Background: an optimization exercise with open tools, aiming at small area, a short achievable clock period and few clock cycles. Do not read the settings as production practice. The RTL was checked by simulation tests, not by an equivalence proof against the original design.

<file path="design/flow/design.v">
`timescale 1ns / 1ps
module add_32(    input [31:0] a, 
				  input [31:0] b, 
				  output [31:0]c
    );
    assign c=a+b;
endmodule
`timescale 1ns / 1ps
module cmp_32(  input [31:0] a,
                input [31:0] b,
                input [2:0] ctrl,
                output c
    );
    localparam cmp_EQ  = 3'b001;
    localparam cmp_NE  = 3'b010;
    localparam cmp_LT  = 3'b011;
    localparam cmp_LTU = 3'b100;
    localparam cmp_GE  = 3'b101;
    localparam cmp_GEU = 3'b110;
    wire res_EQ  = a == b;
    wire res_NE  = ~res_EQ;
    wire res_LT  = (a[31] & ~b[31]) || (~(a[31] ^ b[31]) && a < b);
    wire res_LTU = a < b;
    wire res_GE  = ~res_LT;
    wire res_GEU = ~res_LTU;
    wire EQ  = ctrl == cmp_EQ ; 
    wire NE  = ctrl == cmp_NE ; 
    wire LT  = ctrl == cmp_LT ; 
    wire LTU = ctrl == cmp_LTU;
    wire GE  = ctrl == cmp_GE ; 
    wire GEU = ctrl == cmp_GEU;
    assign c = EQ  & res_EQ  |
               NE  & res_NE  |
               LT  & res_LT  |
               LTU & res_LTU |
               GE  & res_GE  |
               GEU & res_GEU ;
endmodule
`timescale 1ns / 1ps
module MUX2T1_32(input[31:0]I0,
				 input[31:0]I1,
				 input s,
				 output[31:0]o
    );
    assign o = s ? I1 : I0;
endmodule
`timescale 1ns / 1ps
module REG32(
                    input clk,
					input rst,
					input CE,
					input [31:0]D,
					output reg[31:0]Q
					);
	always @(posedge clk or posedge rst)
		if (rst)  Q <= 32'h00000000;
		else if (CE) Q <= D;
endmodule
`timescale 1ns / 1ps
module    REG_IF_IS(input clk,                                       
                    input rst,
                    input EN,                                        
                    input flush,                                     
                    input [31:0] PCOUT,                              
                    input [31:0] IR,                                 
                    output reg[31:0] IR_IS,                          
                    output reg[31:0] PCurrent_IS                     
                );
    always @(posedge clk or posedge rst) begin
        if(rst) begin
             IR_IS <= 32'h00000000;                             
             PCurrent_IS <= 32'h00000000;                      
            end
        else if(EN)begin
            if(flush)begin
                IR_IS <= 32'h00000000;               
            end
            else begin
                IR_IS <= IR;                        
                PCurrent_IS <= PCOUT;  end          
            end
    end
endmodule
`timescale 1ns / 1ps
module ImmGen(
            input  wire [2:0] ImmSel,
            input  wire [31:0] inst_field,
            output[31:0] Imm_out
    );
    parameter Imm_type_I = 3'b001;
    parameter Imm_type_B = 3'b010;
    parameter Imm_type_J = 3'b011;
    parameter Imm_type_S = 3'b100;
    parameter Imm_type_U = 3'b101;
    wire I = ImmSel == Imm_type_I;
    wire B = ImmSel == Imm_type_B;
    wire J = ImmSel == Imm_type_J;
    wire S = ImmSel == Imm_type_S;
    wire U = ImmSel == Imm_type_U;
    wire[31:0] Imm_I = {{20{inst_field[31]}}, inst_field[31:20]};
    wire[31:0] Imm_B = {{20{inst_field[31]}}, inst_field[7], inst_field[30:25], inst_field[11:8], 1'b0};
    wire[31:0] Imm_J = {{12{inst_field[31]}}, inst_field[19:12], inst_field[20], inst_field[30:21],1'b0};
    wire[31:0] Imm_S = {{20{inst_field[31]}}, inst_field[31:25], inst_field[11:7]};
    wire[31:0] Imm_U = {inst_field[31:12], 12'b0};
    assign Imm_out = {32{I}} & Imm_I |
                     {32{B}} & Imm_B |
                     {32{J}} & Imm_J |
                     {32{S}} & Imm_S |
                     {32{U}} & Imm_U ;
endmodule
`timescale 1ns / 1ps
module CtrlUnit(
    input[31:0] inst,
    output  ALU_use, MEM_use, MUL_use, DIV_use, JUMP_use,
    output [4:0] rs1_ctrl, rs2_ctrl, dst_ctrl,
    output ALU_use_PC,
    output ALU_use_imm,
    output[2:0] ImmSel,
    output [4:0] op
);
    wire[6:0] funct7 = inst[31:25];
    wire[2:0] funct3 = inst[14:12];
    wire[6:0] opcode = inst[6:0];
    wire[4:0] rd = inst[11:7];
    wire[4:0] rs1 = inst[19:15];
    wire[4:0] rs2 = inst[24:20];
    wire Rop = opcode == 7'b0110011;
    wire Iop = opcode == 7'b0010011;
    wire Bop = opcode == 7'b1100011;
    wire Lop = opcode == 7'b0000011;
    wire Sop = opcode == 7'b0100011;
    wire funct7_0  = funct7 == 7'h0;
    wire funct7_1  = funct7 == 7'h1;
    wire funct7_32 = funct7 == 7'h20;
    wire funct3_0 = funct3 == 3'h0;
    wire funct3_1 = funct3 == 3'h1;
    wire funct3_2 = funct3 == 3'h2;
    wire funct3_3 = funct3 == 3'h3;
    wire funct3_4 = funct3 == 3'h4;
    wire funct3_5 = funct3 == 3'h5;
    wire funct3_6 = funct3 == 3'h6;
    wire funct3_7 = funct3 == 3'h7;
    wire ADD  = Rop & funct3_0 & funct7_0;
    wire SUB  = Rop & funct3_0 & funct7_32;
    wire SLL  = Rop & funct3_1 & funct7_0;
    wire SLT  = Rop & funct3_2 & funct7_0;
    wire SLTU = Rop & funct3_3 & funct7_0;
    wire XOR  = Rop & funct3_4 & funct7_0;
    wire SRL  = Rop & funct3_5 & funct7_0;
    wire SRA  = Rop & funct3_5 & funct7_32;
    wire OR   = Rop & funct3_6 & funct7_0;
    wire AND  = Rop & funct3_7 & funct7_0;
    wire MUL    = Rop & funct3_0 & funct7_1;
    wire MULH   = Rop & funct3_1 & funct7_1;
    wire MULHSU = Rop & funct3_2 & funct7_1;
    wire MULHU  = Rop & funct3_3 & funct7_1;
    wire DIV    = Rop & funct3_4 & funct7_1;
    wire DIVU   = Rop & funct3_5 & funct7_1;
    wire REM    = Rop & funct3_6 & funct7_1;
    wire REMU    = Rop & funct3_7 & funct7_1;
    wire ADDI  = Iop & funct3_0;	
    wire SLTI  = Iop & funct3_2;
    wire SLTIU = Iop & funct3_3;
    wire XORI  = Iop & funct3_4;
    wire ORI   = Iop & funct3_6;
    wire ANDI  = Iop & funct3_7;
    wire SLLI  = Iop & funct3_1 & funct7_0;
    wire SRLI  = Iop & funct3_5 & funct7_0;
    wire SRAI  = Iop & funct3_5 & funct7_32;
    wire BEQ = Bop & funct3_0;
    wire BNE = Bop & funct3_1;
    wire BLT = Bop & funct3_4;
    wire BGE = Bop & funct3_5;
    wire BLTU = Bop & funct3_6;
    wire BGEU = Bop & funct3_7;
    wire LB =  Lop & funct3_0;
    wire LH =  Lop & funct3_1;
    wire LW =  Lop & funct3_2;
    wire LBU = Lop & funct3_4;
    wire LHU = Lop & funct3_5;
    wire SB = Sop & funct3_0;
    wire SH = Sop & funct3_1;
    wire SW = Sop & funct3_2;
    wire LUI   = opcode == 7'b0110111;
    wire AUIPC = opcode == 7'b0010111;
    wire JAL  =  opcode == 7'b1101111;
    wire JALR = (opcode == 7'b1100111) && funct3_0;
    wire R_valid = AND | OR | ADD | XOR | SLL | SRL | SRA | SUB | SLT | SLTU 
        | MUL | MULH | MULHSU | MULHU | DIV | DIVU | REM | REMU;
    wire I_valid = ANDI | ORI | ADDI | XORI | SLLI | SRLI | SRAI | SLTI | SLTIU;
    wire B_valid = BEQ | BNE | BLT | BGE | BLTU | BGEU;
    wire L_valid = LW | LH | LB | LHU | LBU;
    wire S_valid = SW | SH | SB;
    wire use_ALU = AND | OR | ADD | XOR | SLL | SRL | SRA | SUB | SLT | SLTU
        | I_valid | LUI | AUIPC;
    wire use_MEM = L_valid | S_valid;
    wire use_MUL = MUL | MULH | MULHSU | MULHU;
    wire use_DIV = DIV | DIVU | REM | REMU;
    wire use_JUMP = B_valid | JAL | JALR;
    assign ALU_use = use_ALU;
    assign MEM_use = use_MEM;
    assign MUL_use = use_MUL;
    assign DIV_use = use_DIV;
    assign JUMP_use = use_JUMP;
    assign op = {5{ADD}}          & 5'b0_0001    |
                   {5{SUB}}          & 5'b0_0010    |
                   {5{AND}}          & 5'b0_0011    |
                   {5{OR}}           & 5'b0_0100     |
                   {5{XOR}}          & 5'b0_0101    |
                   {5{SLL}}          & 5'b0_0110    |
                   {5{SRL}}          & 5'b0_0111    |
                   {5{SLT}}          & 5'b0_1000    |
                   {5{SLTU}}         & 5'b0_1001   |
                   {5{SRA}}          & 5'b0_1010    |
                   {5{LUI}}          & 5'b1_1100    |
                   {5{AUIPC}}        & 5'b1_0001  |
                   {5{ADDI}}         & 5'b1_0001   |
                   {5{ANDI}}         & 5'b1_0011   |
                   {5{ORI}}          & 5'b1_0100    |
                   {5{XORI}}         & 5'b1_0101   |
                   {5{SLLI}}         & 5'b1_0110   |
                   {5{SRLI}}         & 5'b1_0111   |
                   {5{SLTI}}         & 5'b1_1000   |
                   {5{SLTIU}}        & 5'b1_1001  |
                   {5{SRAI}}         & 5'b1_1010   |
                   {5{LB}}           & 5'b0_000_0     |
                   {5{LH}}           & 5'b0_001_0     |
                   {5{LW}}           & 5'b0_010_0     |
                   {5{LBU}}          & 5'b0_100_0    |
                   {5{LHU}}          & 5'b0_101_0    |
                   {5{SB}}           & 5'b0_000_1     |
                   {5{SH}}           & 5'b0_001_1     |
                   {5{SW}}           & 5'b0_010_1     |
                   {5{MUL}}          & 5'b00_00_0    |
                   {5{MULH}}         & 5'b00_00_1   |
                   {5{MULHSU}}       & 5'b00_01_1 |
                   {5{MULHU}}        & 5'b00_11_1  |
                   {5{DIV}}          & 5'b000_00    |
                   {5{DIVU}}         & 5'b000_01   |
                   {5{REM}}          & 5'b000_10    |
                   {5{REMU}}         & 5'b000_11   |
                   {5{BEQ}}          & 5'b0_001_0   |
                   {5{BNE}}          & 5'b0_010_0   |
                   {5{BLT}}          & 5'b0_011_0   |
                   {5{BGE}}          & 5'b0_101_0   |
                   {5{BLTU}}         & 5'b0_100_0  |
                   {5{BGEU}}         & 5'b0_110_0  |
                   {5{JAL}}          & 5'b0_000_1   |
                   {5{JALR}}         & 5'b1_000_1  ;
    assign dst_ctrl = {5{R_valid | I_valid | L_valid | LUI | AUIPC | JAL | JALR}} & rd;
    assign rs1_ctrl = {5{R_valid | I_valid | S_valid | L_valid | B_valid | JALR}} & rs1;
    assign rs2_ctrl = {5{R_valid | S_valid | B_valid}} & rs2;
    assign ALU_use_PC = ~(R_valid | I_valid | S_valid | L_valid | B_valid | JALR);
    assign ALU_use_imm = ~(R_valid | B_valid);
    assign ImmSel = {3{JALR | L_valid | I_valid}} & 3'b001 |
                    {3{B_valid}}                  & 3'b010 |
                    {3{JAL}}                      & 3'b011 |
                    {3{S_valid}}                  & 3'b100 |
                    {3{LUI | AUIPC}}              & 3'b101 ;
endmodule
`timescale 1ns / 1ps
module Regs (
    input clk,
    input rst,
    input  [ 4:0] R_addr_A,
    input  [ 4:0] R_addr_B,
    output [31:0] rdata_A,
    output [31:0] rdata_B,
    input rs_rd_w_en,
    input [4:0] R_addr_rd,
    input [7:0] rs_num_rd,
    output [7:0] rs_num_A,
    output [7:0] rs_num_B,
    input  [ 7:0] cdb_rs_num,   
    input  [31:0] cdb_data,
    input  [ 4:0] Debug_addr,   
    output [31:0] Debug_regs    
);
  reg [31:0] register[1:31];   
  reg [7:0] rat[0:31];
  integer i;
  wire A_cdb_forward = (cdb_rs_num != 0 && rat[R_addr_A] == cdb_rs_num);
  wire B_cdb_forward = (cdb_rs_num != 0 && rat[R_addr_B] == cdb_rs_num);
  assign rdata_A  = (R_addr_A == 0) ? 0 : (A_cdb_forward ? cdb_data : register[R_addr_A]);   
  assign rdata_B  = (R_addr_B == 0) ? 0 : (B_cdb_forward ? cdb_data : register[R_addr_B]);   
  assign rs_num_A = rat[R_addr_A];   
  assign rs_num_B = rat[R_addr_B];   
  always @(posedge clk or posedge rst) begin
    if (rst) begin   
      for (i = 1; i < 32; i = i + 1) begin
        register[i] <= 0;
        rat[i] <= 0;
      end
      rat[0] <= 0;
    end else begin
      if (rs_rd_w_en && rs_num_rd != 0 && R_addr_rd != 0) begin
        rat[R_addr_rd] <= rs_num_rd;
      end
      if (cdb_rs_num != 0) begin
        for (i = 1; i < 32; i = i + 1) begin
          if (rat[i] == cdb_rs_num) begin
            if (!(rs_rd_w_en && rs_num_rd != 0 && R_addr_rd == i)) rat[i] <= 0;   
            register[i] <= cdb_data;
          end
        end
      end
    end
  end
  assign Debug_regs = (Debug_addr == 0) ? 0 : register[Debug_addr];   
endmodule
`timescale 1ns / 1ps
module RS #(
    parameter FU  = 3'd0,
    parameter num = 1
) (
    input wire clk,
    input wire rst,
    input wire selected,
    output wire [7:0] free_rs,   
    input wire [4:0] op,
    input wire [7:0] Qj,
    input wire [7:0] Qk,
    input wire [31:0] Vj,
    input wire [31:0] Vk,
    input wire [31:0] A,
    input wire [31:0] pc_IS,
    output wire en_FU,
    output wire [31:0] vj,
    output wire [31:0] vk,
    output wire [4:0] op_out,
    output wire [31:0] A_o,
    output wire [31:0] pc_FU,   
    input [7:0] cdb_rs_num,
    input [31:0] cdb_data,
    output wire [7:0] cdb_rs_rd,
    output wire [31:0] pc_debug
);
  integer i;
  reg [159:0] rs_ent[1:num];
  reg [4:0] free_ptr;
  reg [159:0] ent[1:num];
  reg [4:0] fp, rp;
  reg [4:0] ready_ptr;
  assign free_rs = ((free_ptr != 0) ? {FU, free_ptr} : 8'b0);
  assign cdb_rs_rd = ((ready_ptr != 0) ? {FU, ready_ptr} : 8'b0);
  assign en_FU = (ready_ptr != 0);
  assign vj = (ready_ptr != 0 ? rs_ent[ready_ptr][63:32] : 0);  
  assign vk = (ready_ptr != 0 ? rs_ent[ready_ptr][95:64] : 0);
  assign op_out = (ready_ptr != 0 ? rs_ent[ready_ptr][5:1] : 0);
  assign A_o = (ready_ptr != 0 ? rs_ent[ready_ptr][127:96] : 0);
  assign pc_FU = (ready_ptr != 0 ? rs_ent[ready_ptr][159:128] : 0);
  always @(posedge clk or posedge rst) begin
    if (rst) begin
      for (i = 1; i <= num; i = i + 1) begin
        rs_ent[i] <= 0;
      end
      free_ptr  <= 1;
      ready_ptr <= 0;
    end else begin
      for (i = 1; i <= num; i = i + 1) begin
        ent[i] = rs_ent[i];
      end
      fp = free_ptr;
      rp = ready_ptr;
      if (selected && fp != 0) begin
        if (cdb_rs_num != 0 && cdb_rs_num == Qj) begin
          ent[fp][15:8] = 0;
          ent[fp][63:32] = cdb_data;   
        end else begin
          if (Qj == 0) begin
            ent[fp][15:8] = 0;
            ent[fp][63:32] = Vj;
          end else begin
            ent[fp][15:8] = Qj;
            ent[fp][63:32] = 0;
          end
        end
        if (cdb_rs_num != 0 && cdb_rs_num == Qk) begin
          ent[fp][23:16] = 0;
          ent[fp][95:64] = cdb_data;   
        end else begin
          if (Qk == 0) begin
            ent[fp][23:16] = 0;
            ent[fp][95:64] = Vk;
          end else begin
            ent[fp][23:16] = Qk;
            ent[fp][95:64] = 0;
          end
        end
        ent[fp][0] = 1;
        ent[fp][5:1] = op;
        ent[fp][127:96] = A;
        ent[fp][159:128] = pc_IS;
      end
      fp = 0;
      for (i = 1; i <= num; i = i + 1) begin
        if (ent[i][0] == 0) begin
          fp = i;
        end
      end
      if (rp == 0) begin
        for (i = 1; i <= num; i = i + 1) begin
          if (ent[i][0] == 1 && ent[i][15:8] == 0 && ent[i][23:16] == 0) begin
            rp = i;
          end
        end
      end
      if (cdb_rs_num != 0) begin
        for (i = 1; i <= num; i = i + 1) begin
          if (ent[i][0] && ent[i][15:8] == cdb_rs_num) begin
            ent[i][15:8] = 0;
            ent[i][63:32] = cdb_data;
          end
          if (ent[i][0] && ent[i][23:16] == cdb_rs_num) begin
            ent[i][23:16] = 0;
            ent[i][95:64] = cdb_data;
          end
        end
        if (cdb_rs_num[7:5] == FU) begin
          ent[cdb_rs_num[4:0]] = 0;
          rp = 0;
        end
      end
      for (i = 1; i <= num; i = i + 1) begin
        rs_ent[i] <= ent[i];
      end
      free_ptr  <= fp;
      ready_ptr <= rp;
    end
  end
endmodule
`timescale 1ns / 1ps
module FU_ALU(
    input clk, rst, EN,
    input[3:0] ALUControl,
    input[31:0] ALUA, ALUB,
    output[31:0] res,
    output zero, overflow,
    output finish
);
    reg state;
    assign finish = state == 1'b1;
    reg[3:0] Control;
    reg[31:0] A, B;
    always@(posedge clk or posedge rst) begin
        if(rst) state <= 0;
        else if(EN & ~state) begin  
            A <= ALUA;
            B <= ALUB;
            Control <= ALUControl;
            state <= 1;
        end
        else state <= 0;
    end
    localparam ALU_ADD  = 4'b0001;
    localparam ALU_SUB  = 4'b0010;
    localparam ALU_AND  = 4'b0011;
    localparam ALU_OR   = 4'b0100;
    localparam ALU_XOR  = 4'b0101;
    localparam ALU_SLL  = 4'b0110;
    localparam ALU_SRL  = 4'b0111;
    localparam ALU_SLT  = 4'b1000;
    localparam ALU_SLTU = 4'b1001;
    localparam ALU_SRA  = 4'b1010;
    localparam ALU_Ap4  = 4'b1011;
    localparam ALU_Bout = 4'b1100;
    wire[4:0] shamt = B[4:0];
    wire[32:0] res_subu = {1'b0,A} - {1'b0,B};
    wire[31:0] res_ADD  = A + B;
    wire[31:0] res_SUB  = A - B;
    wire[31:0] res_AND  = A & B;
    wire[31:0] res_OR   = A | B;
    wire[31:0] res_XOR  = A ^ B;
    wire[31:0] res_SLL  = A << shamt;
    wire[31:0] res_SRL  = A >> shamt;
    wire add_of = A[31] & B[31] & ~res_ADD[31] |  
                  ~A[31] & ~B[31] & res_ADD[31];  
    wire sub_of = ~A[31] & B[31] & res_SUB[31] |  
                  A[31] & ~B[31] & ~res_SUB[31];  
    wire[31:0] res_SLT  = {31'b0, res_SUB[31] ^ sub_of};
    wire[31:0] res_SLTU = {31'b0, res_subu[32]};
    wire[31:0] res_SRA  = {{32{A[31]}}, A} >> shamt;
    wire[31:0] res_Ap4  = A + 4;
    wire[31:0] res_Bout = B;
    wire ADD  = Control == ALU_ADD ;
    wire SUB  = Control == ALU_SUB ;
    wire AND  = Control == ALU_AND ;
    wire OR   = Control == ALU_OR  ;
    wire XOR  = Control == ALU_XOR ;
    wire SLL  = Control == ALU_SLL ;
    wire SRL  = Control == ALU_SRL ;
    wire SLT  = Control == ALU_SLT ;
    wire SLTU = Control == ALU_SLTU;
    wire SRA  = Control == ALU_SRA ;
    wire Ap4  = Control == ALU_Ap4 ;
    wire Bout = Control == ALU_Bout;
    assign zero = ~|res;
    assign overflow = (Control == ALU_ADD && add_of) | 
                    (Control == ALU_SUB && sub_of);
    assign res = {32{ADD }} & res_ADD  |
                 {32{SUB }} & res_SUB  |
                 {32{AND }} & res_AND  |
                 {32{OR  }} & res_OR   |
                 {32{XOR }} & res_XOR  |
                 {32{SLL }} & res_SLL  |
                 {32{SRL }} & res_SRL  |
                 {32{SLT }} & res_SLT  |
                 {32{SLTU}} & res_SLTU |
                 {32{SRA }} & res_SRA  |
                 {32{Ap4 }} & res_Ap4  |
                 {32{Bout}} & res_Bout ;
endmodule
`timescale 1ns / 1ps
module FU_mem(
    input clk, rst, EN, mem_w,
    input[2:0] bhw,
    input[31:0] rs1_data, rs2_data, imm,
    output[31:0] mem_data,
    output finish,
    output[31:0] dmem_addr,
    output[31:0] dmem_wdata,
    output dmem_we,
    output[1:0] dmem_size,
    input[31:0] dmem_rdata
);
    reg[1:0] state;
    assign finish = state[0] == 1'b1;
    reg mem_w_reg;
    reg[2:0] bhw_reg;
    reg[31:0] rs1_data_reg, rs2_data_reg, imm_reg;
    always@(posedge clk or posedge rst) begin
        if(rst) begin
            state <= 2'b00;
            mem_w_reg <= 1'b0;
            bhw_reg <= 3'b0;
            rs1_data_reg <= 32'b0;
            rs2_data_reg <= 32'b0;
            imm_reg <= 32'b0;
        end
        else if(EN & ~|state) begin
            mem_w_reg <= mem_w;
            bhw_reg <= bhw;
            rs1_data_reg <= rs1_data;
            rs2_data_reg <= rs2_data;
            imm_reg <= imm;
            state <= 2'b10;
        end
        else state <= {1'b0, state[1]};
    end
    wire[31:0] addr;
    add_32 add(.a(rs1_data_reg),.b(imm_reg),.c(addr));
    assign dmem_addr  = addr;
    assign dmem_wdata = rs2_data_reg;
    assign dmem_we    = mem_w_reg & state[1];
    assign dmem_size  = bhw_reg[1:0];
    assign mem_data = bhw_reg[1] ? dmem_rdata :
        bhw_reg[0] ? {bhw_reg[2] ? 16'b0 : {16{dmem_rdata[15]}}, dmem_rdata[15:0]} :
        {bhw_reg[2] ? 24'b0 : {24{dmem_rdata[7]}}, dmem_rdata[7:0]};
endmodule
`timescale 1ns / 1ps
module FU_mul(
    input clk, rst, EN,
    input[4:0] op,
    input[31:0] A, B,
    output[31:0] res,
    output finish
);
    reg[6:0] state;
    assign finish = state[0] == 1'b1;
    reg[31:0] A_reg, B_reg;
    reg[2:0] op_reg;
    always@(posedge clk or posedge rst) begin
        if(rst) state <= 7'b0;
        else if(EN & ~|state) begin
            A_reg <= A;
            B_reg <= B;
            op_reg <= op[2:0];
            state <= 7'b100_0000;
        end
        else state <= {1'b0, state[6:1]};
    end
    wire signed[32:0] a_ext = {~op_reg[2] & A_reg[31], A_reg};
    wire signed[32:0] b_ext = {~op_reg[1] & B_reg[31], B_reg};
    wire signed[65:0] mulres = a_ext * b_ext;
    assign res = op_reg[0] ? mulres[63:32] : mulres[31:0];
endmodule
`timescale 1ns / 1ps
module FU_div(
    input clk, rst, EN,
    input[4:0] op,
    input[31:0] A, B,
    output[31:0] res,
    output finish
);
    reg state;
    reg res_valid;
    assign finish = res_valid & state;
    reg[5:0] cnt;
    reg[31:0] quo, dvs;
    reg[32:0] rem;
    reg neg_q, neg_r, dz, is_rem;
    wire sa = ~op[0] & A[31];
    wire sb = ~op[0] & B[31];
    wire[32:0] trial = {rem[31:0], quo[31]} - {1'b0, dvs};
    always@(posedge clk or posedge rst) begin
        if(rst) begin
            state <= 0;
            res_valid <= 0;
        end
        else if(EN & ~state) begin   
            quo <= sa ? -A : A;
            dvs <= sb ? -B : B;
            rem <= 33'b0;
            neg_q <= sa ^ sb;
            neg_r <= sa;
            dz <= B == 32'b0;
            is_rem <= op[1];
            cnt <= 6'd32;
            res_valid <= 0;
            state <= 1;
        end
        else if(res_valid) begin
            res_valid <= 0;
            state <= 0;
        end
        else if(state) begin
            if(cnt != 0) begin
                rem <= trial[32] ? {rem[31:0], quo[31]} : trial;
                quo <= {quo[30:0], ~trial[32]};
                cnt <= cnt - 6'd1;
            end
            res_valid <= cnt == 6'd1;
        end
    end
    assign res = is_rem ? (neg_r ? -rem[31:0] : rem[31:0]) :
                 dz ? 32'hFFFF_FFFF : (neg_q ? -quo : quo);
endmodule
`timescale 1ns / 1ps
module FU_jump(
	input clk, rst, EN, JALR,
	input[3:0] cmp_ctrl,
	input[31:0] rs1_data, rs2_data, imm, PC,
	output[31:0] PC_jump, PC_wb,
	output is_jump, finish
);
	wire cmp_res;
    reg state;
    assign finish = state == 1'b1;
	reg JALR_reg;
	reg[3:0] cmp_ctrl_reg;
	reg[31:0] rs1_data_reg, rs2_data_reg, imm_reg, PC_reg;
	always@(posedge clk or posedge rst) begin
        if(rst) state <= 0;
        else if(EN & ~state) begin  
			JALR_reg <= JALR;
			cmp_ctrl_reg <= cmp_ctrl;
            rs1_data_reg <= rs1_data;
            rs2_data_reg <= rs2_data;
            imm_reg <= imm;
			PC_reg <= PC;
            state <= 1;
        end
        else state <= 0;
    end
	cmp_32 cmp(.a(rs1_data_reg),.b(rs2_data_reg),.ctrl(cmp_ctrl_reg[3:1]),.c(cmp_res));
	add_32 a(.a(JALR_reg ? rs1_data_reg : PC_reg),.b(imm_reg),.c(PC_jump));
	add_32 b(.a(PC_reg),.b(32'd4),.c(PC_wb));
	assign is_jump = cmp_ctrl_reg[0] | cmp_res;
endmodule
`timescale 1ns / 1ps
module RV32core (
    input clk,   
    input rst,   
    output [31:0] imem_addr,
    input  [31:0] imem_rdata,
    output [31:0] dmem_addr,
    output [31:0] dmem_wdata,
    output        dmem_we,
    output [ 1:0] dmem_size,
    input  [31:0] dmem_rdata
);
  wire debug_clk = clk;
  wire PC_EN_IF, IS_EN, FU_ALU_EN, FU_mem_EN, FU_mul_EN, FU_div_EN, FU_jump_EN;
  wire RegWrite_ctrl, ALUSrcA_ctrl, ALUSrcB_ctrl, mem_w_ctrl;
  wire [2:0] ImmSel_ctrl, bhw_ctrl, DatatoReg_ctrl;
  wire [3:0] ALUControl_ctrl;
  wire [4:0] Jump_ctrl;
  wire [4:0] rs1_addr_ctrl, rs2_addr_ctrl, rd_ctrl;
  wire [31:0] PC_ctrl, imm_ctrl;
  wire [31:0] PC_IF, next_PC_IF, PC_4_IF, inst_IF;
  wire [31:0] inst_IS, PC_IS, Imm_out_IS;
  wire [31:0] rs1_data_RO, rs2_data_RO, ALUA_RO, ALUB_RO;
  wire FU_ALU_finish, FU_mem_finish, FU_mul_finish, FU_div_finish, FU_jump_finish, is_jump_FU;
  wire [31:0] ALUout_FU, mem_data_FU, mulres_FU, divres_FU, PC_jump_FU, PC_wb_FU;
  wire [31:0] ALUout_WB, mem_data_WB, mulres_WB, divres_WB, PC_wb_WB, wt_data_WB;
  wire ALU_use, MEM_use, MUL_use, DIV_use, JUMP_use;
  wire rs_rd_w_en, rs_rd_w_en_ALU, rs_rd_w_en_MEM, rs_rd_w_en_DIV, rs_rd_w_en_MUL, rs_rd_w_en_JUMP;
  wire [4:0] R_addr_rd;
  wire [7:0] rs_num_rd, rs_num_A, rs_num_B, rs_num_rd_ALU, rs_num_rd_MEM, rs_num_rd_DIV, rs_num_rd_MUL, rs_num_rd_JUMP;
  wire [4:0] op_IS;
  wire [31:0] ALU_src1, ALU_src2, ALU_pc, MUL_src1, MUL_src2, MUL_pc, DIV_src1, DIV_src2, DIV_pc, JUMP_src1, JUMP_src2, JUMP_pc, JUMP_pc_cal, MEM_src1, MEM_src2, MEM_pc, JUMP_A, MEM_A;
  wire [4:0] ALU_op, JUMP_op, MEM_op, MUL_op, DIV_op;
  wire [7:0] ALU_rs_rd, MUL_rs_rd, DIV_rs_rd, JUMP_rs_rd, MEM_rs_rd;
  reg [7:0] cdb_rs_num;
  reg [31:0] cdb_data;
  reg ctrl_stall;
  reg IS_flush;
  wire FU_stall;
  assign PC_EN_IF = IS_EN | IS_flush | (FU_jump_finish & is_jump_FU);
  REG32 REG_PC (
      .clk(debug_clk),
      .rst(rst),
      .CE (PC_EN_IF),
      .D  (next_PC_IF),
      .Q  (PC_IF)
  );
  add_32 add_IF (
      .a(PC_IF),
      .b(32'd4),
      .c(PC_4_IF)
  );
  MUX2T1_32 mux_IF (
      .I0(PC_4_IF),
      .I1(PC_jump_FU),
      .s (FU_jump_finish & is_jump_FU),
      .o (next_PC_IF)
  );
  assign imem_addr = PC_IF;
  assign inst_IF = imem_rdata;
  REG_IF_IS reg_IF_IS (
      .clk(debug_clk),
      .rst(rst),
      .EN(IS_EN | IS_flush),
      .flush(1'b0),
      .PCOUT(PC_IF),
      .IR(inst_IF),
      .IR_IS(inst_IS),
      .PCurrent_IS(PC_IS)
  );
  ImmGen imm_gen (
      .ImmSel(ImmSel_ctrl),
      .inst_field(inst_IS),
      .Imm_out(Imm_out_IS)
  );
  CtrlUnit ctrl (
      .inst(inst_IS),
      .ImmSel(ImmSel_ctrl),
      .rs1_ctrl(rs1_addr_ctrl),
      .rs2_ctrl(rs2_addr_ctrl),
      .dst_ctrl(rd_ctrl),
      .ALU_use_PC(ALUSrcA_ctrl),
      .ALU_use_imm(ALUSrcB_ctrl),
      .op(op_IS),
      .ALU_use(ALU_use),
      .MEM_use(MEM_use),
      .MUL_use(MUL_use),
      .DIV_use(DIV_use),
      .JUMP_use(JUMP_use)
  );
  assign rs_rd_w_en = ALU_use | MEM_use | MUL_use | DIV_use | JUMP_use;
  Regs register (
      .clk(debug_clk),
      .rst(rst),
      .rs_rd_w_en(rs_rd_w_en & ~ctrl_stall & ~IS_flush),  
      .R_addr_rd(rd_ctrl),   
      .rs_num_rd(rs_num_rd),   
      .rs_num_A(rs_num_A),   
      .rs_num_B(rs_num_B),   
      .cdb_rs_num(cdb_rs_num),
      .cdb_data  (cdb_data),
      .R_addr_A(rs1_addr_ctrl),
      .rdata_A(rs1_data_RO),
      .R_addr_B(rs2_addr_ctrl),
      .rdata_B(rs2_data_RO),
      .Debug_addr(5'd0),
      .Debug_regs()
  );
  MUX2T1_32 mux_imm_ALU_RO_A (
      .I0(rs1_data_RO),
      .I1(PC_IS),
      .s (ALUSrcA_ctrl),
      .o (ALUA_RO)
  );
  MUX2T1_32 mux_imm_ALU_RO_B (
      .I0(rs2_data_RO),
      .I1(Imm_out_IS),
      .s (ALUSrcB_ctrl),
      .o (ALUB_RO)
  );
  assign FU_stall = (ALU_use && rs_num_rd_ALU == 0)
                    | (MEM_use && rs_num_rd_MEM == 0)
                    | (MUL_use && rs_num_rd_MUL == 0)
                    | (DIV_use && rs_num_rd_DIV == 0)
                    | (JUMP_use && rs_num_rd_JUMP == 0);
  assign IS_EN = ~IS_flush & (~FU_stall & ~ctrl_stall);
  always @(posedge clk or posedge rst) begin
    if (rst) begin
      ctrl_stall <= 0;
    end else begin
      if (IS_EN & JUMP_use) begin
        ctrl_stall <= 1;
      end else if (FU_jump_finish) begin
        ctrl_stall <= 0;
      end
    end
  end
  always @(posedge clk or posedge rst) begin
    if (rst) begin
      IS_flush <= 0;
    end else if (FU_jump_finish & is_jump_FU) begin
      IS_flush <= 1;
    end else begin
      IS_flush <= 0;
    end
  end
  assign rs_num_rd = {8{ALU_use}} & rs_num_rd_ALU |
                       {8{MEM_use}} & rs_num_rd_MEM |
                       {8{MUL_use}} & rs_num_rd_MUL |
                       {8{DIV_use}} & rs_num_rd_DIV |
                       {8{JUMP_use}} & rs_num_rd_JUMP;
  RS #(
      .FU (3'd1),
      .num(3)
  ) rs_alu (
      .clk(debug_clk),
      .rst(rst),
      .selected(ALU_use & IS_EN),   
      .free_rs(rs_num_rd_ALU),   
      .op(op_IS),
      .Qj(rs_num_A),   
      .Qk(rs_num_B),   
      .Vj(ALUA_RO),   
      .Vk(ALUB_RO),   
      .A(0),
      .pc_IS(PC_IS),
      .en_FU(FU_ALU_EN),
      .vj(ALU_src1),   
      .vk(ALU_src2),   
      .op_out(ALU_op),
      .A_o(),
      .pc_FU(ALU_pc),
      .cdb_rs_rd (ALU_rs_rd),
      .cdb_rs_num(cdb_rs_num),
      .cdb_data  (cdb_data),
      .pc_debug()
  );
  assign ALUControl_ctrl = (ALU_op == 5'b1_1011 ? 4'b0001 : ALU_op[3:0]);
  FU_ALU alu (
      .clk(debug_clk),
      .rst(rst),
      .EN(FU_ALU_EN & !done_record[3'd1]),
      .finish(FU_ALU_finish),
      .ALUControl(ALUControl_ctrl),
      .ALUA(ALU_src1),
      .ALUB(ALU_src2),
      .res(ALUout_FU),
      .zero(),
      .overflow()
  );
  RS #(
      .FU (3'd2),
      .num(1)
  ) rs_mem (
      .clk(debug_clk),
      .rst(rst),
      .selected(MEM_use & IS_EN),
      .free_rs(rs_num_rd_MEM),   
      .op(op_IS),
      .Qj(rs_num_A),   
      .Qk(rs_num_B),   
      .Vj(rs1_data_RO),   
      .Vk(rs2_data_RO),   
      .A(Imm_out_IS),   
      .pc_IS(PC_IS),
      .en_FU(FU_mem_EN),
      .vj(MEM_src1),
      .vk(MEM_src2),
      .op_out(MEM_op),
      .A_o(MEM_A),
      .pc_FU(MEM_pc),
      .cdb_rs_rd (MEM_rs_rd),
      .cdb_rs_num(cdb_rs_num),
      .cdb_data  (cdb_data),
      .pc_debug()
  );
  assign mem_w_ctrl = MEM_op[0];
  assign bhw_ctrl   = MEM_op[3:1];
  FU_mem mem (
      .clk(debug_clk),
      .rst(rst),
      .EN(FU_mem_EN & !done_record[3'd2]),   
      .finish(FU_mem_finish),
      .mem_w(mem_w_ctrl),
      .bhw(bhw_ctrl),
      .rs1_data(MEM_src1),
      .rs2_data(MEM_src2),
      .imm(MEM_A),
      .mem_data(mem_data_FU),
      .dmem_addr(dmem_addr),
      .dmem_wdata(dmem_wdata),
      .dmem_we(dmem_we),
      .dmem_size(dmem_size),
      .dmem_rdata(dmem_rdata)
  );
  RS #(
      .FU (3'd3),
      .num(3)
  ) rs_mul (
      .clk(debug_clk),
      .rst(rst),
      .selected(MUL_use & IS_EN),
      .free_rs(rs_num_rd_MUL),   
      .op(op_IS),
      .Qj(rs_num_A),   
      .Qk(rs_num_B),   
      .Vj(rs1_data_RO),   
      .Vk(rs2_data_RO),   
      .A(0),
      .pc_IS(PC_IS),
      .en_FU(FU_mul_EN),
      .vj(MUL_src1),   
      .vk(MUL_src2),   
      .op_out(MUL_op),
      .A_o(),
      .pc_FU(MUL_pc),
      .cdb_rs_rd (MUL_rs_rd),
      .cdb_rs_num(cdb_rs_num),
      .cdb_data  (cdb_data),
      .pc_debug()
  );
  FU_mul mu (
      .clk(debug_clk),
      .rst(rst),
      .EN(FU_mul_EN & !done_record[3'd3]),
      .op(MUL_op),
      .finish(FU_mul_finish),
      .A(MUL_src1),
      .B(MUL_src2),
      .res(mulres_FU)
  );
  RS #(
      .FU (3'd4),
      .num(3)
  ) rs_du (
      .clk(debug_clk),
      .rst(rst),
      .selected(DIV_use & IS_EN),
      .free_rs(rs_num_rd_DIV),   
      .op(op_IS),
      .Qj(rs_num_A),   
      .Qk(rs_num_B),   
      .Vj(rs1_data_RO),   
      .Vk(rs2_data_RO),   
      .A(0),
      .pc_IS(PC_IS),
      .en_FU(FU_div_EN),
      .vj(DIV_src1),   
      .vk(DIV_src2),   
      .op_out(DIV_op),
      .A_o(),
      .pc_FU(DIV_pc),
      .cdb_rs_rd (DIV_rs_rd),
      .cdb_rs_num(cdb_rs_num),
      .cdb_data  (cdb_data),
      .pc_debug()
  );
  FU_div du (
      .clk(debug_clk),
      .rst(rst),
      .EN(FU_div_EN & !done_record[3'd4]),
      .op(DIV_op),
      .finish(FU_div_finish),
      .A(DIV_src1),
      .B(DIV_src2),
      .res(divres_FU)
  );
  RS #(
      .FU (3'd5),
      .num(1)
  ) rs_jump (
      .clk(debug_clk),
      .rst(rst),
      .selected(JUMP_use & IS_EN),
      .free_rs(rs_num_rd_JUMP),   
      .op(op_IS),
      .Qj(rs_num_A),   
      .Qk(rs_num_B),   
      .Vj(rs1_data_RO),   
      .Vk(rs2_data_RO),   
      .A(Imm_out_IS),   
      .pc_IS(PC_IS),
      .en_FU(FU_jump_EN),
      .vj(JUMP_src1),
      .vk(JUMP_src2),
      .op_out(JUMP_op),
      .A_o(JUMP_A),
      .pc_FU(JUMP_pc),
      .cdb_rs_rd (JUMP_rs_rd),
      .cdb_rs_num(cdb_rs_num),
      .cdb_data  (cdb_data),
      .pc_debug()
  );
  wire jalr = JUMP_op[4];
  wire [3:0] cmp_ctrl = JUMP_op[3:0];
  FU_jump ju (
      .clk(debug_clk),
      .rst(rst),
      .EN(FU_jump_EN & !done_record[3'd5]),
      .finish(FU_jump_finish),
      .JALR(jalr),
      .cmp_ctrl(cmp_ctrl),
      .rs1_data(JUMP_src1),
      .rs2_data(JUMP_src2),
      .imm(JUMP_A),
      .PC(JUMP_pc),
      .PC_jump(PC_jump_FU),
      .PC_wb(PC_wb_FU),
      .is_jump(is_jump_FU)
  );
  reg [5:1] done_record;  
  reg [31:0] cdb_pc;   
  always @(posedge clk or posedge rst) begin
    if (rst) begin
      done_record[5:1] <= 5'b0;
    end else begin
      done_record[3'd1]  <= done_record[3'd1] | FU_ALU_finish;
      done_record[3'd2]  <= done_record[3'd2] | FU_mem_finish;
      done_record[3'd3]  <= done_record[3'd3] | FU_mul_finish;
      done_record[3'd4]  <= done_record[3'd4] | FU_div_finish;
      done_record[3'd5] <= done_record[3'd5] | FU_jump_finish;
      if (done_record[3'd1]) begin
        done_record[3'd1] <= 0;
      end else if (done_record[3'd2]) begin
        done_record[3'd2] <= 0;
      end else if (done_record[3'd3]) begin
        done_record[3'd3] <= 0;
      end else if (done_record[3'd4]) begin
        done_record[3'd4] <= 0;
      end else if (done_record[3'd5]) begin
        done_record[3'd5] <= 0;
      end
    end
  end
  always @(*) begin
    if (done_record[3'd1]) begin
      cdb_data = ALUout_FU;
      cdb_rs_num = ALU_rs_rd;
      cdb_pc = ALU_pc;
    end else if (done_record[3'd2]) begin
      cdb_data = mem_data_FU;
      cdb_rs_num = MEM_rs_rd;
      cdb_pc = MEM_pc;
    end else if (done_record[3'd3]) begin
      cdb_data = mulres_FU;
      cdb_rs_num = MUL_rs_rd;
      cdb_pc = MUL_pc;
    end else if (done_record[3'd4]) begin
      cdb_data = divres_FU;
      cdb_rs_num = DIV_rs_rd;
      cdb_pc = DIV_pc;
    end else if (done_record[3'd5]) begin
      cdb_data = PC_wb_FU;
      cdb_rs_num = JUMP_rs_rd;
      cdb_pc = JUMP_pc;
    end else begin
      cdb_data = 0;
      cdb_rs_num = 0;
      cdb_pc = 0;
    end
  end
endmodule
</file>
<file path="design/flow/run.sh">
#!/bin/bash
# synth_recipe.tcl (not shown) runs the flow's synth.tcl, then flattens the netlist and writes it again
# the make line also repeats each setting of config.mk as NAME=value (left out here)
make -C /OpenROAD-flow-scripts/flow DESIGN_CONFIG=/design/flow/config.mk WORK_HOME=/design/flow/orfs CLKGATE_MAP_FILE= SYNTH_SCRIPT=/design/flow/synth_recipe.tcl finish
</file>
<file path="design/flow/config.mk">
export PLATFORM = sky130hd
export DESIGN_NAME = RV32core
export DESIGN_NICKNAME = RV32core
export VERILOG_FILES = /design/flow/design.v
export SDC_FILE = /design/flow/constraint.sdc
export NUM_CORES = 4
export LEC_CHECK = 0
export CAP_MARGIN = 20
export CELL_PAD_IN_SITES_DETAIL_PLACEMENT = 1
export CELL_PAD_IN_SITES_GLOBAL_PLACEMENT = 2
export CORE_MARGIN = 2
export CORE_UTILIZATION = 35
export PLACE_DENSITY = 0.35
export SLEW_MARGIN = 20
</file>
<file path="design/flow/constraint.sdc">
create_clock -name core_clock -period 14.0 [get_ports {clk}]
set_input_delay 2.8000 -clock core_clock [delete_from_list [all_inputs] [get_ports {clk}]]
set_output_delay 2.8000 -clock core_clock [all_outputs]
set_load 0.01 [all_outputs]
</file>
==> impl_metrics.json <==
{
  "outcome": "finished clean",
  "fin_nets": 24300,
  "r2r-end": "rs_alu.rs_ent[1][39]$_DFF_PP0_",
  "grt_pass1_wl_mm": 1760,
  "nFillCells": 66300,
  "syn_inst": 23100,
  "multi_input_area_sq_mm": 0.120,
  "final_area_sq_mm": 0.231,
  "worst_ep_required_time_ns": 14.93,
  "post_cts_buffers": 0,
  "grt_pass1_vias": 196000,
  "slew-limit-headroom": 0.108,
  "ctsHoldBuffers": 0,
  "crit_type": "register to register",
  "r2r_cells": 31,
  "top_regs": "register.register (992), rs_alu.rs_ent (258), register.rat (253)",
  "final_core_util": 0.398,
  "routed_wl_mm": 1300,
  "cts_resized": 0,
  "initial_core_util": 0.351,
  "cp_num_cells": 31,
  "hold_viol": 0,
  "ys_ff_latch": 2894,
  "avgViaCountPerCell": 6.41,
  "cp-start-kind": "register",
  "clock-root-buffer": "clkbuf_16",
  "reg2reg_setup_slack_ns": 2.06,
  "skew_ns": 0.0872,
  "hold_class": "register to register",
  "final_common_cell": "nand2_1",
  "critPathTopFamily": "adder cells",
  "cts_buffer_depth": 4,
  "cts_made_buffers": 371,
  "crit_end": "rs_alu.rs_ent[1][39]$_DFF_PP0_",
  "dr.pass1.iters": 11,
  "die_h_microns": 768,
  "seq_area_frac_synth": 0.364,
  "largest_reg_flops": 992,
  "synth-async-reset-ratio": 0.871,
  "clk_latency_ns": 1.10,
  "worst_pin_slew_ns": 1.33,
  "final-setup-viol-count": 0,
  "slowest_delay_ns": 1.13,
  "hold_slack_ns": 0.376,
  "area_delta_synth_final_pct": 13.2,
  "drt_drc_violations_left": 0,
  "clkSinkCount": 2894,
  "drv_cap": 0,
  "fin_crit_sh": 0.853,
  "wl_per_cell_microns": 42.3,
  "dp.cells": 30000,
  "cts_tree": "built",
  "cpMostUsedCell": "fa_1",
  "ys_types": 125,
  "core_area_sq_mm": 0.582,
  "drive_gt1_frac": 0.100,
  "rsz0062_at_grt": "no",
  "place_hpwl_mm": 938,
  "syn_nets": 24800,
  "synth_area_per_cell_sq_um": 8.84,
  "preCtsSetupSlack_ns": 2.25,
  "dieArea_sq_mm": 0.590,
  "grt_overflow": 0,
  "synth_edf_count": 374,
  "seq_area_sq_mm": 0.0743,
  "ant_nets": 0,
  "endpoint_kind": "register",
  "first_iter_violations": 22900,
  "fp-row-count": 280,
  "final-max-slew-violation-count": 0,
  "placed_area_sq_mm": 0.218,
  "post-route-min-period_ns": 11.94,
  "htreeDepth": 5,
  "pin_count": 165,
  "cp-startpoint": "mu.A_reg[7]$_SDFFCE_PP0P_",
  "final_cells": 30800,
  "regMostFlops": "register.register",
  "grt_antenna_before_repair": 156,
  "grt_max_degree": 149,
  "cp.arrival_ns": 12.86,
  "synth-main-ff-cell": "dfrtp_1",
  "cp.buffers_inverters": 6,
  "syn_area_sq_mm": 0.204,
  "clkTransAtPathRegs_ns": 0.06,
  "slowest_stage": "a211oi_4",
  "die_w_microns": 768,
  "place_congestion": 1.02,
  "vias": 198000,
  "mostFrequentLayoutCells": "nand2_1 (3584), dfrtp_1 (2499), o21ai_0 (1809), nor2_1 (1663), inv_1 (1273)",
  "fin_tns_setup_ns": 0,
  "worstPathMaxFanout": 42,
  "worst_slack_ns": 2.06,
  "ys_warn_count": 858,
  "fmax_ghz": 0.0838,
  "portBuffers": 164,
  "r2r_start": "mu.A_reg[7]$_SDFFCE_PP0P_",
  "grt_util_all_layers": 0.431
}
[final cells by class]
type,instances,area share
flip-flops and latches,2894,0.321
inverters,1283,0.0208
multi-input cells,17000,0.520
well taps,7755,0.0419
diodes,95,0.00103
clock inverters,163,0.00855
repair buffers,1072,0.0393
clock buffers,529,0.0467
[metal layers]
metal	wire (microns)	global-route usage
met1	507000	0.533
met2	568000	0.655
met3	111000	0.101
met4	118000	0.320
met5	572	0
[worst reg2reg max path, delay by kind of cell, from the launching register on]
kind,cells,cell delay (ns)
multiplexers,1,0.16
AO/OA/AOI/OAI,9,3.76
AND/OR/NAND/NOR,5,1.47
adder cells (fa/ha/maj),9,4.44
buffers and inverters,6,0.65
flip-flops,1,0.85
XOR/XNOR,1,0.45
[cells by family after synthesis]
kind of cell / count (synthesis) / synth area share
flip-flops: 2894 / 0.364
buffers and inverters: 3193 / 0.0603
multiplexers: 645 / 0.0343
AO/OA/AOI/OAI: 6362 / 0.204
adder cells (fa/ha/maj): 1575 / 0.138
AND/OR/NAND/NOR: 7813 / 0.172
XOR/XNOR: 644 / 0.0276
[synthesized netlist by cell type (266+ instances only)]
cell,count,area (sq um)
dfrtp_1,2515,62900
nor2_1,1722,6460
and2_1,430,2690
a221oi_1,275,2410
o21ai_0,1846,9240
xnor2_1,501,4390
a211oi_1,474,3560
a21oi_1,1216,6090
inv_1,1277,4790
ha_1,445,5570
clkbuf_1,1577,5920
mux2i_1,451,4510
nand3_1,413,2070
nand2_1,3606,13500
a22oi_1,714,5360
nor3_1,266,1330
fa_1,1130,22600
edfxtp_1,374,11200
[worst min path at each step]
| stage | startpoint | to | slack [ns] | depth (start not counted) |
|---|---|---|---|---|
| global route | mu.state[4]$_DFF_PP0_ | mu.state[3]$_DFF_PP0_ | 0.39 | 0 |
| global placement | mu.state[1]$_DFF_PP0_ | mu.state[0]$_DFF_PP0_ | 0.36 | 0 |
| finish | mu.state[1]$_DFF_PP0_ | mu.state[0]$_DFF_PP0_ | 0.38 | 0 |
| CTS | rs_jump.rs_ent[1][0]$_DFF_PP0_ | rs_jump.free_ptr[0]$_DFF_PP1_ | 0.37 | 1 |
| detailed placement | mu.state[1]$_DFF_PP0_ | mu.state[0]$_DFF_PP0_ | 0.36 | 0 |
| floorplan | rs_jump.rs_ent[1][0]$_DFF_PP0_ | rs_jump.free_ptr[0]$_DFF_PP1_ | 0.38 | 1 |
Testbench counts, summed over its fixed seeds: cycles 38,168.

==> port drivers added, routing unchanged <==
The results above use ideal ports. As a check the final layout listed here was re-extracted and re-timed, cells and wires unchanged.
Step 1 (the two cells are an assumption about what drives the block):
set clk [get_ports {clk}]
set_driving_cell -lib_cell sky130_fd_sc_hd__clkbuf_16 $clk
set_driving_cell -lib_cell sky130_fd_sc_hd__buf_2 [delete_from_list [all_inputs] $clk]
Step 2 times the ports against the registers' clock, not the clock port: input delays grow and output delays shrink by t, the midpoint of the rising clock arrivals with the driver on.
Three values: no drivers, after step 1, after step 2; two values: the first two.
t, ns: 1.196
setup slack, ns: 2.065 / 2.065 / 2.065
hold slack, ns: 0.376 / 0.376 / 0.376
cell pins on the clock port's net: 1
After both steps setup and hold are still met in this run. For this run, drivers alone change the setup slack by 0.000 ns; drivers and shift together by 0.000 ns.
